Context: an optimization exercise on an open-source flow, tuned for a short achievable clock period and few clock cycles. The choices shown serve that exercise and are no tape-out recipe. In this exercise RTL edits were held to simulation tests only and were not proved equivalent to the original. Power figures rest on the tool's default switching activity, not on a simulated workload.

## gamma
==> flow/design.v (excerpt) <==
module mips_core (
	input wire clk,   
	input wire rst,   
	output wire [31:0] inst_addr,   
	input wire [31:0] inst_data,   
	output wire mem_wen,   
	output wire [31:0] mem_addr,   
	output wire [31:0] mem_dout,   
	input wire [31:0] mem_din   
	);
	datapath DATAPATH (
		.clk(clk),
		.rst(rst),
		.inst_addr(inst_addr),
		.inst_data(inst_data),
		.mem_wen(mem_wen),
		.mem_addr(mem_addr),
		.mem_dout(mem_dout),
		.mem_din(mem_din)
	);
endmodule
clock: 6.0 ns
lec_check: 0
cap_margin: 20
core_margin: 2
core_utilization: 40
place_density: 0.6
setup_slack_margin: 3.0
slew_margin: 20
run.sh (not shown) runs the stock make flow with config.mk's settings and CLKGATE_MAP_FILE= SYNTH_SCRIPT=/design/flow/synth_recipe.tcl, a recipe that flattens the netlist after the stock synthesis.
Testbench counts of gamma, summed over its fixed seeds: cycles 23,869.
Input-level comparison between delta and gamma:
diff --git a/flow/design.v b/flow/design.v
--- a/flow/design.v
+++ b/flow/design.v
@@ -303,41 +303,48 @@
 	GPR_GP = 28,
 	GPR_SP = 29,
 	GPR_FP = 30,
 	GPR_RA = 31;
 	reg [31:0] pc;
 	wire [29:0] pc4_w;
 	prefix_add #(30) PC_INC (.a(pc[31:2]), .b(30'd0), .cin(1'b1), .sum(pc4_w), .cout());
 	wire [31:0] pc4 = {pc4_w, pc[1:0]};
 	wire [5:0] if_op = inst_data[31:26];
 	wire if_jump = (if_op == INST_J) || (if_op == INST_JAL);
 	wire [31:0] jump_target = {4'b0000, inst_data[25:0], 2'b00};
+	wire if_rs_eq_rt = (inst_data[25:21] == inst_data[20:16]);
+	wire if_pred = ((if_op == INST_BEQ) && if_rs_eq_rt) || ((if_op == INST_BNE) && !if_rs_eq_rt);
+	wire [9:0] fast_lo;
+	wire fast_c;
+	prefix_add #(10) FAST_ADD (.a(pc[11:2]), .b(inst_data[9:0]), .cin(1'b1), .sum(fast_lo), .cout(fast_c));
+	wire fast_ok = fast_c ? (inst_data[15:10] == 6'h3F) : (inst_data[15:10] == 6'h00);
+	wire if_fast = if_pred && fast_ok;
+	wire [31:0] fast_target = {pc[31:12], fast_lo, pc[1:0]};
 	reg id_valid;
 	reg [31:0] id_inst;
 	reg [31:0] id_pc4;
+	reg id_pred;   
 	wire d_rs_used, d_rt_used, d_b_is_rt, d_wen, d_load, d_store, d_branch, d_beq, d_jr;
 	wire [2:0] d_b_imm;
 	wire [4:0] d_dst;
 	wire d_add, d_sub, d_and, d_or, d_slt, d_srl, d_pass;
 	controller CONTROLLER (
 		.inst(id_inst),
 		.rs_used(d_rs_used), .rt_used(d_rt_used), .b_is_rt(d_b_is_rt), .b_imm(d_b_imm),
 		.wen(d_wen), .dst(d_dst),
 		.is_load(d_load), .is_store(d_store), .is_branch(d_branch), .is_beq(d_beq), .is_jr(d_jr),
 		.op_add(d_add), .op_sub(d_sub), .op_and(d_and), .op_or(d_or), .op_slt(d_slt),
 		.op_srl(d_srl), .op_pass(d_pass)
 	);
 	wire [4:0] rs = id_inst[25:21];
 	wire [4:0] rt = id_inst[20:16];
-	wire id_rs_eq_rt = (rs == rt);
-	wire id_pred = d_branch && (d_beq == id_rs_eq_rt);
 	wire [15:0] bt_lo;
 	wire bt_c;
 	prefix_add #(16) BT_ADD (.a(id_pc4[17:2]), .b(id_inst[15:0]), .cin(1'b0), .sum(bt_lo), .cout(bt_c));
 	wire [13:0] pc_hi_inc, pc_hi_dec;
 	prefix_add #(14) HI_INC (.a(id_pc4[31:18]), .b(14'd0), .cin(1'b1), .sum(pc_hi_inc), .cout());
 	prefix_add #(14) HI_DEC (.a(id_pc4[31:18]), .b(14'h3FFF), .cin(1'b0), .sum(pc_hi_dec), .cout());
 	wire [13:0] bt_hi = (bt_c == id_inst[15]) ? id_pc4[31:18] : (bt_c ? pc_hi_inc : pc_hi_dec);
 	wire [31:0] branch_target = {bt_hi, bt_lo, id_pc4[1:0]};
 	reg ex_wen, ex_load, ex_store, ex_branch;
 	reg [4:0] ex_dst;
 	reg mem_wen_r, mem_load, mem_store;
@@ -368,46 +375,49 @@
 	reg ex_add, ex_sub, ex_and, ex_or, ex_slt, ex_srl, ex_pass;
 	wire [31:0] opa = ex_a | ({32{ex_byp_a}} & mem_res);
 	wire [31:0] opb = ex_b | ({32{ex_byp_b}} & mem_res) | ({32{ex_byp_bn}} & mem_res_n);
 	wire [31:0] sd = ex_sd | ({32{ex_byp_sd}} & mem_res);
 	wire [31:0] alu_out;
 	alu ALU (
 		.a(opa), .b(opb), .sa(ex_sa),
 		.op_add(ex_add), .op_sub(ex_sub), .op_and(ex_and), .op_or(ex_or),
 		.op_slt(ex_slt), .op_srl(ex_srl), .op_pass(ex_pass),
 		.result(alu_out)
 	);
-	wire ex_eq = (opa == opb);
+	wire eq_regs = (ex_a == ex_b);
+	wire eq_mem_b = (mem_res == ex_b);
+	wire eq_a_mem = (ex_a == mem_res);
+	wire ex_eq = ex_byp_a ? (ex_byp_b || eq_mem_b) : (ex_byp_b ? eq_a_mem : eq_regs);
 	wire mispredict = ex_branch && (ex_eq == ex_mis_eq);
 	wire jr_redirect = id_valid && d_jr && !stall && !mispredict;
-	wire br_redirect = id_valid && id_pred && !stall && !mispredict;
-	wire [31:0] pc_seq = jr_redirect ? fwd_rs : br_redirect ? branch_target : if_jump ? jump_target : pc4;
+	wire [31:0] pc_seq = jr_redirect ? fwd_rs : if_jump ? jump_target : if_fast ? fast_target : pc4;
 	always @(posedge clk) begin
 		if (rst)
 			pc <= PC_RESET;
 		else if (mispredict)
 			pc <= ex_alt;
 		else if (!stall)
 			pc <= pc_seq;
 	end
 	assign inst_addr = pc;
 	always @(posedge clk) begin
-		if (rst || mispredict || jr_redirect || br_redirect)
+		if (rst || mispredict || jr_redirect)
 			id_valid <= 0;
 		else if (!stall)
 			id_valid <= 1;
 	end
 	always @(posedge clk) begin
 		if (!stall) begin
 			id_inst <= inst_data;
 			id_pc4 <= pc4;
+			id_pred <= if_fast;
 		end
 	end
 	wire id_go = id_valid && !stall && !mispredict;
 	always @(posedge clk) begin
 		if (rst || !id_go) begin
 			ex_wen <= 0;
 			ex_load <= 0;
 			ex_store <= 0;
 			ex_branch <= 0;
 		end
 		else begin
--- outcome ---
Taking gamma as the reference, in delta antenna violation net count after detailed routing shows no meaningful change; design area shows an increase of 0.99%. Of delta and gamma, it is delta that has the higher instance count on the critical path. delta: flow completed, timing, DRC and antenna clean. Pin count of the biggest net entering global routing in delta vs gamma: down about 5%. The wire length of the first global-routing pass on delta is in line with that on gamma. Total power: delta vs gamma — no meaningful difference. Area overhead of the layout relative to synthesis is lower on delta.
Testbench counts of delta, summed over its fixed seeds: cycles 22,628.

## what the ideal ports hide
In the flow no input, the clock included, has a driving cell. The finished layouts below were timed again as built, in two steps.
Step 1 sets driving cells, clkbuf_16 on the clock port and buf_2 on the other inputs (assumed; they add their load-dependent delay and slew).
Step 2 adds t to the input delays and takes it off the output delays; t is the mean of the earliest and latest rising clock arrival at the registers after step 1. Input paths then give back, and output paths get back, about the clock's delay inside the block.
Slacks: ideal / step 1 / step 2; pairs: ideal / step 1.
run | t (ns) | setup slack, ns | hold slack, ns | clock arrival spread, ns | worst data-port slew with drivers (ns)
gamma | 0.890 | 2.192 / 2.192 / 1.815 | 0.400 / 0.400 / 0.400 | 0.028 / 0.028 | 0.08
delta | 0.877 | 1.965 / 1.965 / 1.965 | 0.399 / 0.399 / 0.399 | 0.029 / 0.030 | 0.07
After both steps every run listed still meets setup and hold. The setup slack of gamma, which loses most, moves by 0.000 ns with the drivers and by -0.377 ns with both steps.
